Context: an optimization exercise on an open-source flow, tuned for small area. The choices shown serve that exercise and are no tape-out recipe.
Function was checked by simulation only, so behaviour that the tests miss may differ from the original.
The clock port is modelled as an ideal driver, which makes a skipped or thinned clock tree look cheaper than it is; a real chip needs a root buffer or a tree.
Power is estimated from default activity; no workload was simulated.

Setup of lagoon:
==> flow/design.v (excerpt) <==
module DUT( RST,
				START,
				CLK,
				IN_MONEY,
				IN_PRICE_CH,
				IN_KIND,
				IN_NUM,
				IN_PRICE_ADMIN,
				IN_PRICE_ADMIN_END,
				IN_MONEY_ENTER,
				OUT_MONEY,
				OUT_JUICE0_MADE,
				OUT_JUICE1_MADE,
				END,
				OUT_1000WON,
				OUT_500WON,
				OUT_100WON,
				OUT_50WON,
				OUT_JUICE0_PRICE,
				OUT_JUICE1_PRICE,
				OUT_CU_SIGNAL
    );
export LEC_CHECK = 0
export ABC_AREA = 1
export CAP_MARGIN = 0
export CORE_MARGIN = 2
export CORE_UTILIZATION = 60
export SLEW_MARGIN = 0
create_clock -name core_clock -period 5.0 [get_ports {CLK}]
standard.sh (not shown) runs the stock make flow with config.mk's settings and CLKGATE_MAP_FILE= SYNTH_SCRIPT=/design/flow/synth_recipe.tcl, a recipe that flattens the netlist after the stock synthesis.
==> flow/flow/run.sh <==
#!/bin/bash
# Layout flow: the standard layout (standard.sh), with
#  - synthesis mapped by abc with an area-oriented script (flow/abc.script);
#    registers are made exactly as in the standard synthesis;
#  - full/half adders left to abc as plain gates (no fa/ha cells);
#  - the input and output ports buffered with the platform's smallest buffer;
#  - a one-level clock tree: four clkbuf_8 driven by the clock port, each
#    driving a cluster of registers (flow/clock_tree.tcl, after CTS);
#  - one tie cell for the constant outputs (no repair_tie_fanout).
# Each tool's full output goes to ORFS's own per-step logs under orfs/logs;
# make's output goes to make.log here.
set -euo pipefail
here=$(pwd)
export FLOW_ABC_SCRIPT="$here/flow/abc.script"
export BUFFER_PORTS_ARGS="-buffer_cell sky130_fd_sc_hd__buf_1"
export CTS_ARGS="-sink_clustering_enable -repair_clock_nets -dont_use_dummy_load"
export POST_CTS_TCL="$here/flow/clock_tree.tcl"
export ONEBUF_CELL=sky130_fd_sc_hd__clkbuf_8
export ONEBUF_N=4
bash standard.sh ADDER_MAP_FILE= SKIP_REPAIR_TIE_FANOUT=1 SYNTH_SCRIPT="$here/flow/synth.tcl" finish > make.log 2>&1
==> flow/flow/abc.script <==
strash
dc2
dch
amap
topo
stime -c
buffer -c
upsize -c -D 4000
dnsize -c -D 4000
Other scripts of this flow, unchanged in this note and not shown: flow/flow/clock_tree.tcl, flow/flow/synth.tcl
> inputs changed (lagoon -> zinc)
Settings: changing CORE_UTILIZATION from 60 to 50.
==> summary.txt <==
Against lagoon, zinc reports a net switching power of the design that is higher. Sequential share of power, lagoon and zinc: higher on lagoon. Global-route wire length before repair grows by a few percent when moving from lagoon to zinc. Lower power drawn by the sequential cells among lagoon and zinc: zinc. Against lagoon, zinc comes in 1.4 points lower on worst relative slew slack.
What pepper does differently from zinc at the input level:
Settings: CORE_UTILIZATION changed from 50 to 60.
==> flow/flow/abc.script <==
strash
dc2
balance
dc2
dch
amap
topo
stime -c
buffer -c
upsize -c -D 4000
dnsize -c -D 4000
==> comparison <==
Compared with zinc, in pepper clock-pin transition on the worst setup and hold timing paths has remained practically unchanged; met3 usage in global routing has increased; per-instance average area after synthesis has increased.
Global-route usage up 6.1 points in pepper wrt zinc
Against zinc, pepper reports a layout-stage area growth over the synthesis result that is lower.
zinc ended up with CU.st[3]$_SDFF_PP0_ as its source of the critical timing path; pepper ended up with CU.st[0]$_SDFF_PP0_.
After detailed routing, zinc needs more wire than pepper.
Compared with zinc, pepper shows a lower cell count.
Worst slew margin relative to its limit: pepper lower than zinc
Lower fmax was reported by zinc, not pepper.
Input-level comparison between fjord and pepper:
Settings: SETUP_SLACK_MARGIN newly set to -0.3.
==> flow/flow/abc.script <==
strash
dc2
dch
amap
topo
stime -c
buffer -c
upsize -c -D 4000
dnsize -c -D 4000
Relative to pepper, worst hold slack after final layout increased by 3.1 ps in fjord.
Total power, fjord and pepper: smaller value in fjord
fjord | stages: all done | timing, DRC, antenna: all pass
Compared with pepper, fjord shows a higher headroom to the max-slew limit.
Setup slack: fjord vs pepper down 340 ps
| worst-case setup slack after placement | fjord vs pepper | 4.3 ps lower |
In fjord the final period demand of the worst path turned out 340 ps higher than in pepper.
There was hardly any difference in multi-input logic portion of the cell area between pepper and fjord.
fjord against pepper; number of vias in the routed layout is down slightly.
Diff fjord and pepper: arrival time reported for the critical path endpoint higher in fjord
Going from pepper to fjord, length of routed wiring on met1 grew by a few percent.
In every run of this note, the design's own scripts or RTL, not TritonCTS, make the clock network.

---

== v12 ==
The RTL this note starts from:
==> flow/design.v <==
`timescale 1ns / 1ps
module ControlUnit(CLK, RST, START,
	IN_PRICE_CH, IN_MONEY, IN_PRICE_ADMIN, IN_PRICE_ADMIN_END, IN_MONEY_ENTER,
	KIND, NUM_ZERO, GE_PRICE, GE1000, GE500, GE100, GE50,
	OUT, COIN, SUB, IDX, PRICE, PSEL, UP, SUC);
input CLK, RST, START;
input IN_PRICE_CH;
input [0:1] IN_MONEY;
input IN_PRICE_ADMIN, IN_PRICE_ADMIN_END, IN_MONEY_ENTER;
input KIND, NUM_ZERO, GE_PRICE, GE1000, GE500, GE100, GE50;
output [0:22] OUT;
output COIN, SUB, PRICE, PSEL, UP, SUC;
output [1:0] IDX;
reg [4:0] st;
wire [1:0] ix = st[1:0];
wire g0 = ~st[4] & ~st[3] & ~st[2];
wire gx = ~st[4] & ~st[3] & st[2];
wire gc = ~st[4] & st[3] & ~st[2];
wire gr = ~st[4] & st[3] & st[2];
wire gj = st[4] & ~st[3];
wire gp = st[4] & st[3];
wire s_idle   = g0 & (ix == 2'd0);
wire s_start  = g0 & (ix == 2'd1);
wire s_admin  = g0 & (ix == 2'd2);
wire s_input  = g0 & (ix == 2'd3);
wire s_judge  = gx & ~ix[1] & ~ix[0];
wire s_return = gx & ix[0];
wire s_end    = gx & ix[1];
wire ok = ~NUM_ZERO & GE_PRICE;
reg [4:0] nx;
always @* begin
	nx[4] = s_admin | (s_judge & ok) | (gj & ~ix[0]);
	nx[3] = s_admin | (s_input & ~IN_MONEY_ENTER) | (s_return & GE50);
	nx[2] = (s_input & IN_MONEY_ENTER) | (s_judge & ~ok) | (gj & ix[0]) | s_return | gr;
	nx[1] = s_start | (s_admin & KIND) | (gp & ~IN_PRICE_ADMIN_END) |
		(s_input & ~IN_MONEY_ENTER & IN_MONEY[0]) | gc | (s_judge & ok & KIND) |
		(gj & ~ix[0] & ix[1]) | (s_return & (GE500 | ~GE50));
	nx[0] = (s_idle & START) | (s_start & ~IN_PRICE_ADMIN) | (s_admin & IN_PRICE_CH) |
		(gp & IN_PRICE_ADMIN_END) | (s_input & ~IN_MONEY_ENTER & IN_MONEY[1]) | gc |
		(s_judge & ~ok) | (gj & ~ix[0]) | (s_return & (GE1000 | (GE100 & ~GE500))) | gr;
end
always @(posedge CLK) begin
	if(RST)	st <= 5'd0;
	else		st <= nx;
end
assign OUT[0]  = s_idle;
assign OUT[1]  = s_start;
assign OUT[2]  = s_admin;
assign OUT[3]  = gp & (ix == 2'd0);
assign OUT[4]  = gp & (ix == 2'd1);
assign OUT[5]  = gp & (ix == 2'd2);
assign OUT[6]  = gp & (ix == 2'd3);
assign OUT[7]  = s_input;
assign OUT[8]  = gc & (ix == 2'd0);
assign OUT[9]  = gc & (ix == 2'd1);
assign OUT[10] = gc & (ix == 2'd2);
assign OUT[11] = gc & (ix == 2'd3);
assign OUT[12] = s_judge;
assign OUT[13] = gj & (ix == 2'd0);
assign OUT[14] = gj & (ix == 2'd1);
assign OUT[15] = gj & (ix == 2'd2);
assign OUT[16] = gj & (ix == 2'd3);
assign OUT[17] = s_return;
assign OUT[18] = gr & (ix == 2'd3);
assign OUT[19] = gr & (ix == 2'd2);
assign OUT[20] = gr & (ix == 2'd1);
assign OUT[21] = gr & (ix == 2'd0);
assign OUT[22] = s_end;
assign COIN  = ~st[4] & st[3];
assign SUB   = st[2];
assign IDX   = ix;
assign PRICE = gp;
assign PSEL  = ix[1];
assign UP    = ix[0];
assign SUC   = gj & ix[0];
endmodule
`timescale 1ns / 1ps
module MONEY_REG(CLK, RST, CLR, COIN, SUB, IDX, PRICE, PSEL, UP, SUC,
	Q0, Q1, KIND, M, SUM, GE_PRICE, GE1000, GE500, GE100, GE50);
input CLK, RST, CLR;
input COIN, SUB, PRICE, PSEL, UP, SUC;
input [1:0] IDX;
input [13:0] Q0, Q1;
input KIND;
output reg [14:0] M;
output [14:0] SUM;
output GE_PRICE, GE1000, GE500, GE100, GE50;
wire sel1 = PRICE ? PSEL : KIND;
wire [13:0] qs = sel1 ? Q1 : Q0;
wire [1:0] ci = PRICE ? 2'd1 : IDX;
reg [14:0] csize;
always @* begin
	case(ci)
		2'd0:		csize = 15'd25;
		2'd1:		csize = 15'd50;
		2'd2:		csize = 15'd250;
		default:	csize = 15'd500;
	endcase
end
wire [14:0] a = M | ({15{PRICE}} & {qs, 1'b0});
wire use_c = COIN | PRICE;
wire neg = COIN ? SUB : (PRICE ? ~UP : 1'b1);
wire [14:0] b = (use_c ? csize : {qs, 1'b0}) ^ {15{neg}};
wire [15:0] c;
assign c[0] = neg;
genvar i;
generate for(i = 0; i < 15; i = i + 1) begin : rca
	assign SUM[i] = a[i] ^ b[i] ^ c[i];
	assign c[i+1] = (a[i] & b[i]) | (c[i] & (a[i] ^ b[i]));
end endgenerate
assign GE_PRICE = c[15];	 
always @(posedge CLK) begin
	if(RST | CLR)			M <= 15'd0;
	else if(COIN | SUC)	M <= SUM;
end
assign GE1000 = (|M[14:9]) | (M[8] & M[7] & M[6] & M[5] & M[4] & (M[3] | M[2]));
assign GE500  = (|M[14:8]) | (M[7] & M[6] & M[5] & M[4] & M[3] & (M[2] | M[1]));
assign GE100  = (|M[14:6]) | (M[5] & M[4] & (M[3] | M[2] | M[1]));
assign GE50   = (|M[14:5]) | (M[4] & M[3] & (M[2] | M[1] | M[0]));
endmodule
`timescale 1ns / 1ps
module PRICE_REG(CLK, LOAD, SAVE, IN, Q);
input CLK;
input LOAD, SAVE;
input [13:0] IN;
output reg [13:0] Q;
always @(posedge CLK) begin
	if(LOAD)			Q <= 14'd50;
	else if(SAVE)	Q <= IN;
end
endmodule
`timescale 1ns / 1ps
module JUICE_NUM_REG(CLK, IN, SAVE, DEC, RST, OUT
    );
input CLK;
input [0:2] IN;
input SAVE, DEC, RST;
output reg [0:2] OUT;
always @(posedge CLK) begin
	if(RST) 			OUT <= 0;
	else if(SAVE)	OUT <= IN;
	else if(DEC)	OUT <= OUT - 1;
end
endmodule
`timescale 1ns / 1ps
module JUICE_KIND_REG(CLK, IN, SAVE, RST, OUT
    );
input CLK, IN, SAVE, RST;
output reg OUT;
always @(posedge CLK) begin
	if(RST) OUT <= 0;
	else if(SAVE) OUT <= IN;
end
endmodule
`timescale 1ns / 1ps
module DUT( RST,
				START,
				CLK,
				IN_MONEY,
				IN_PRICE_CH,
				IN_KIND,
				IN_NUM,
				IN_PRICE_ADMIN,
				IN_PRICE_ADMIN_END,
				IN_MONEY_ENTER,
				OUT_MONEY,
				OUT_JUICE0_MADE,
				OUT_JUICE1_MADE,
				END,
				OUT_1000WON,
				OUT_500WON,
				OUT_100WON,
				OUT_50WON,
				OUT_JUICE0_PRICE,
				OUT_JUICE1_PRICE,
				OUT_CU_SIGNAL
    );
input RST, START, CLK;
input [0:1] IN_MONEY;
input IN_PRICE_CH, IN_KIND;
input [0:2] IN_NUM;
input IN_PRICE_ADMIN, IN_PRICE_ADMIN_END, IN_MONEY_ENTER;
output [0:15] OUT_MONEY;
output OUT_JUICE0_MADE, OUT_JUICE1_MADE, END;
output OUT_1000WON, OUT_500WON, OUT_100WON, OUT_50WON;
output [0:15] OUT_JUICE0_PRICE;
output [0:15] OUT_JUICE1_PRICE;
output [0:22] OUT_CU_SIGNAL;
wire [14:0] m, sum;
wire [13:0] q0, q1;
wire [2:0] num;
wire kind;
wire [0:22] s;
wire coin, sub, price, psel, up, suc;
wire [1:0] idx;
wire ge_price, ge1000, ge500, ge100, ge50;
ControlUnit CU(.CLK(CLK), .RST(RST), .START(START),
	.IN_PRICE_CH(IN_PRICE_CH), .IN_MONEY(IN_MONEY), .IN_PRICE_ADMIN(IN_PRICE_ADMIN),
	.IN_PRICE_ADMIN_END(IN_PRICE_ADMIN_END), .IN_MONEY_ENTER(IN_MONEY_ENTER),
	.KIND(kind), .NUM_ZERO(num == 3'd0), .GE_PRICE(ge_price),
	.GE1000(ge1000), .GE500(ge500), .GE100(ge100), .GE50(ge50),
	.OUT(s), .COIN(coin), .SUB(sub), .IDX(idx), .PRICE(price), .PSEL(psel), .UP(up),
	.SUC(suc));
MONEY_REG money(.CLK(CLK), .RST(RST), .CLR(s[1]), .COIN(coin), .SUB(sub), .IDX(idx),
	.PRICE(price), .PSEL(psel), .UP(up), .SUC(suc), .Q0(q0), .Q1(q1), .KIND(kind),
	.M(m), .SUM(sum), .GE_PRICE(ge_price),
	.GE1000(ge1000), .GE500(ge500), .GE100(ge100), .GE50(ge50));
PRICE_REG price0(.CLK(CLK), .LOAD(RST | s[0]), .SAVE(price & ~psel), .IN(sum[14:1]), .Q(q0));
PRICE_REG price1(.CLK(CLK), .LOAD(RST | s[0]), .SAVE(price & psel), .IN(sum[14:1]), .Q(q1));
JUICE_NUM_REG juice_num(.CLK(CLK), .IN(IN_NUM), .SAVE(s[7]), .DEC(suc),
	.RST(RST | s[1]), .OUT(num));
JUICE_KIND_REG juice_kind(.CLK(CLK), .IN(IN_KIND), .SAVE(s[2] | s[7]), .RST(RST | s[1]),
	.OUT(kind));
assign OUT_CU_SIGNAL = s;
assign OUT_MONEY = {m, 1'b0};
assign OUT_JUICE0_PRICE = {q0, 2'b00};
assign OUT_JUICE1_PRICE = {q1, 2'b00};
assign OUT_JUICE0_MADE = s[14];
assign OUT_JUICE1_MADE = s[16];
assign END = s[0];
assign OUT_1000WON = s[18];
assign OUT_500WON = s[19];
assign OUT_100WON = s[20];
assign OUT_50WON = s[21];
endmodule
==> flow/config.mk <==
export PLATFORM = sky130hd
export DESIGN_NAME = DUT
export DESIGN_NICKNAME = DUT
export VERILOG_FILES = /design/flow/design.v
export SDC_FILE = /design/flow/constraint.sdc
export NUM_CORES = 4
export LEC_CHECK = 0
export ABC_AREA = 1
export CAP_MARGIN = 0
export CORE_MARGIN = 2
export CORE_UTILIZATION = 60
export SLEW_MARGIN = 0
==> flow/constraint.sdc <==
create_clock -name core_clock -period 5.0 [get_ports {CLK}]
set_input_delay 1.0000 -clock core_clock [delete_from_list [all_inputs] [get_ports {CLK}]]
set_output_delay 1.0000 -clock core_clock [all_outputs]
set_load 0.01 [all_outputs]
==> flow/flow/run.sh <==
#!/bin/bash
# Layout flow: the standard layout (standard.sh), with
#  - synthesis mapped by abc with an area-oriented script (flow/abc.script);
#    registers are made exactly as in the standard synthesis;
#  - full/half adders left to abc as plain gates (no fa/ha cells);
#  - the input and output ports buffered with the platform's smallest buffer.
# Each tool's full output goes to ORFS's own per-step logs under orfs/logs;
# make's output goes to make.log here.
set -euo pipefail
here=$(pwd)
export FLOW_ABC_SCRIPT="$here/flow/abc.script"
export BUFFER_PORTS_ARGS="-buffer_cell sky130_fd_sc_hd__buf_1"
bash standard.sh ADDER_MAP_FILE= SYNTH_SCRIPT="$here/flow/synth.tcl" finish > make.log 2>&1
==> flow/flow/abc.script <==
strash
dc2
dch
amap
topo
stime -c
buffer -c
upsize -c
dnsize -c
==> flow/flow/synth.tcl <==
# The standard flow's synthesis script (synth_recipe.tcl), with abc run on abc.script
# (area-oriented standard-cell mapping) in place of ORFS's own abc script.
proc synth {args} { yosys synth -nofsm -noshare {*}$args }
if {[llength [info commands abc]]} { rename abc __yosys_abc }
proc abc {args} {
  set i [lsearch -exact $args -script]
  if {$i >= 0} { lset args [expr {$i + 1}] $::env(FLOW_ABC_SCRIPT) }
  yosys abc {*}$args
}
source $::env(SCRIPTS_DIR)/synth.tcl
# left out here: clear keep_hierarchy, flatten, clean up, hide names made inside functions, write 1_2_yosys.v
v12 finished end to end and its layout was clean on timing, DRC and antenna.
For v27, these inputs were changed with respect to v12:
==> flow/flow/run.sh <==
#!/bin/bash
# Layout flow: the standard layout (standard.sh), with
#  - synthesis mapped by abc with an area-oriented script (flow/abc.script);
#    registers are made exactly as in the standard synthesis;
#  - full/half adders left to abc as plain gates (no fa/ha cells);
#  - the input and output ports buffered with the platform's smallest buffer;
#  - clock tree synthesis without dummy loads.
# Each tool's full output goes to ORFS's own per-step logs under orfs/logs;
# make's output goes to make.log here.
set -euo pipefail
here=$(pwd)
export FLOW_ABC_SCRIPT="$here/flow/abc.script"
export BUFFER_PORTS_ARGS="-buffer_cell sky130_fd_sc_hd__buf_1"
export CTS_ARGS="-sink_clustering_enable -repair_clock_nets -dont_use_dummy_load"
bash standard.sh ADDER_MAP_FILE= SYNTH_SCRIPT="$here/flow/synth.tcl" finish > make.log 2>&1
==> summary.txt <==
| filler-free cell count of the finished design | v27 vs v12 | 0.34% lower |
[v27 vs v12] detailed-routed wire length on met3: lower in v27
Wire length of the first global-routing pass: v12 vs v27 — no meaningful difference
v27 ends up with a worst-case clock skew that is 0.0071 ns higher than in v12.
Min routed metal-1 wire length across v27 and v12: v12
Taking v12 as the reference, in v27 number of cells on the critical path roughly the same, number of cells traversed by the worst hold path roughly the same, tightest slew margin relative to the limit lower, number of inserted filler cells in the final layout higher.
Edits applied to the flow inputs when going from v27 to v16:
Settings: a change of CORE_UTILIZATION from 60 to 40; a change of SLEW_MARGIN from 0 to 20; a change of CAP_MARGIN from 0 to 20.
==> flow/flow/run.sh <==
#!/bin/bash
# Layout flow: the standard layout (standard.sh), with
#  - full/half adders left to abc as plain gates (no fa/ha cells), so the
#    carry chain meets the clock period;
#  - the input and output ports buffered with the platform's smallest buffer.
# Each tool's full output goes to ORFS's own per-step logs under orfs/logs;
# make's output goes to make.log here.
set -euo pipefail
export BUFFER_PORTS_ARGS="-buffer_cell sky130_fd_sc_hd__buf_1"
bash standard.sh ADDER_MAP_FILE= finish > make.log 2>&1
removed: flow/flow/abc.script
removed: flow/flow/synth.tcl
## What came out
v16 completed; timing, DRC and antenna clean
v27 reports its end point of the critical path as CU.st[0] while v16 reports price1.Q[13].
v16 against v27: final net count shows an increase of 18%, critical path depth went down 8, routed wire length increased 2.9%.
When v16 is set beside v27, its proportion of power drawn by combinational gates turns out to be 4.2 points smaller.
Cells: v16 has more instances than v27
Compared v16 vs v27, and arrival time at the worst endpoint is down in v16.
Relative to v27, detail-routed via count per cell decreased by 15% in v16.
Between v16 and v27, the worst path setup slack after routing is higher for v16.
Relative to v27, v16 improves fmax.
Combined global-route utilization of all metal layers in v16 vs v27: down 12 points
Input-level comparison between v54 and v16:
Settings: CAP_MARGIN: 20 -> 0; SLEW_MARGIN: 20 -> 0; CORE_UTILIZATION: 40 -> 60.
==> flow/flow/run.sh <==
#!/bin/bash
# Layout flow: the standard layout (standard.sh), with
#  - synthesis mapped by abc with an area-oriented script (flow/abc.script);
#    registers are made exactly as in the standard synthesis;
#  - full/half adders left to abc as plain gates (no fa/ha cells);
#  - the input and output ports buffered with the platform's smallest buffer;
#  - clock tree synthesis without dummy loads.
# Each tool's full output goes to ORFS's own per-step logs under orfs/logs;
# make's output goes to make.log here.
set -euo pipefail
here=$(pwd)
export FLOW_ABC_SCRIPT="$here/flow/abc.script"
export BUFFER_PORTS_ARGS="-buffer_cell sky130_fd_sc_hd__buf_1"
export CTS_ARGS="-sink_clustering_enable -repair_clock_nets -dont_use_dummy_load -buf_list {sky130_fd_sc_hd__clkbuf_4 sky130_fd_sc_hd__clkbuf_8}"
bash standard.sh ADDER_MAP_FILE= SYNTH_SCRIPT="$here/flow/synth.tcl" finish > make.log 2>&1
==> flow/flow/abc.script (new file) <==
strash
dc2
dch
amap
topo
stime -c
buffer -c
upsize -c
dnsize -c
==> flow/flow/synth.tcl (new file) <==
# The standard flow's synthesis script (synth_recipe.tcl), with abc run on abc.script
# (area-oriented standard-cell mapping) in place of ORFS's own abc script.
proc synth {args} { yosys synth -nofsm -noshare {*}$args }
if {[llength [info commands abc]]} { rename abc __yosys_abc }
proc abc {args} {
  set i [lsearch -exact $args -script]
  if {$i >= 0} { lset args [expr {$i + 1}] $::env(FLOW_ABC_SCRIPT) }
  yosys abc {*}$args
}
source $::env(SCRIPTS_DIR)/synth.tcl
# left out here: clear keep_hierarchy, flatten, clean up, hide names made inside functions, write 1_2_yosys.v
### Flow results
Between v54 and v16, the number of global-route vias before repair is higher for v16.
On setup slack, v16 beats v54.
sky130_fd_sc_hd__dfxtp_1 as the highest-delay cell along the critical path was reported by v16, and sky130_fd_sc_hd__dfxtp_2 by v54.
v16 → v54: first-pass GRT wire length down 6.8%; overall die height down 22 um; wire length down 2.8%.

static timing again, ports no longer ideal:
In the flow no input, the clock included, has a driving cell. The finished layouts below were timed again as built, in two steps. Step 1 assumes that a clkbuf_16 drives the clock port and a buf_2 every other input. Step 2 times the ports against the registers' clock, not the clock port: input delays grow and output delays shrink by t, the midpoint of the rising clock arrivals with the driver on. Three values: ideal ports, drivers, drivers and shift; two values: the first two.
run | t, ns | slack for setup (ns) | latest minus earliest clock arrival (ns)
lagoon | 0.204 | 0.520 / 0.520 / 0.520 | 0.033 / 0.034
zinc | 0.206 | 0.743 / 0.743 / 0.743 | 0.020 / 0.020
pepper | 0.203 | 0.757 / 0.757 / 0.757 | 0.037 / 0.037
fjord | 0.206 | 0.414 / 0.414 / 0.414 | 0.030 / 0.030
v12 | 0.333 | 0.388 / 0.388 / 0.388 | 0.005 / 0.005
v27 | 0.327 | 0.419 / 0.419 / 0.419 | 0.012 / 0.012
v16 | 0.348 | 0.643 / 0.643 / 0.643 | 0.009 / 0.009
v54 | 0.327 | 0.419 / 0.419 / 0.419 | 0.012 / 0.012
After both steps setup and hold are still met in every run listed.
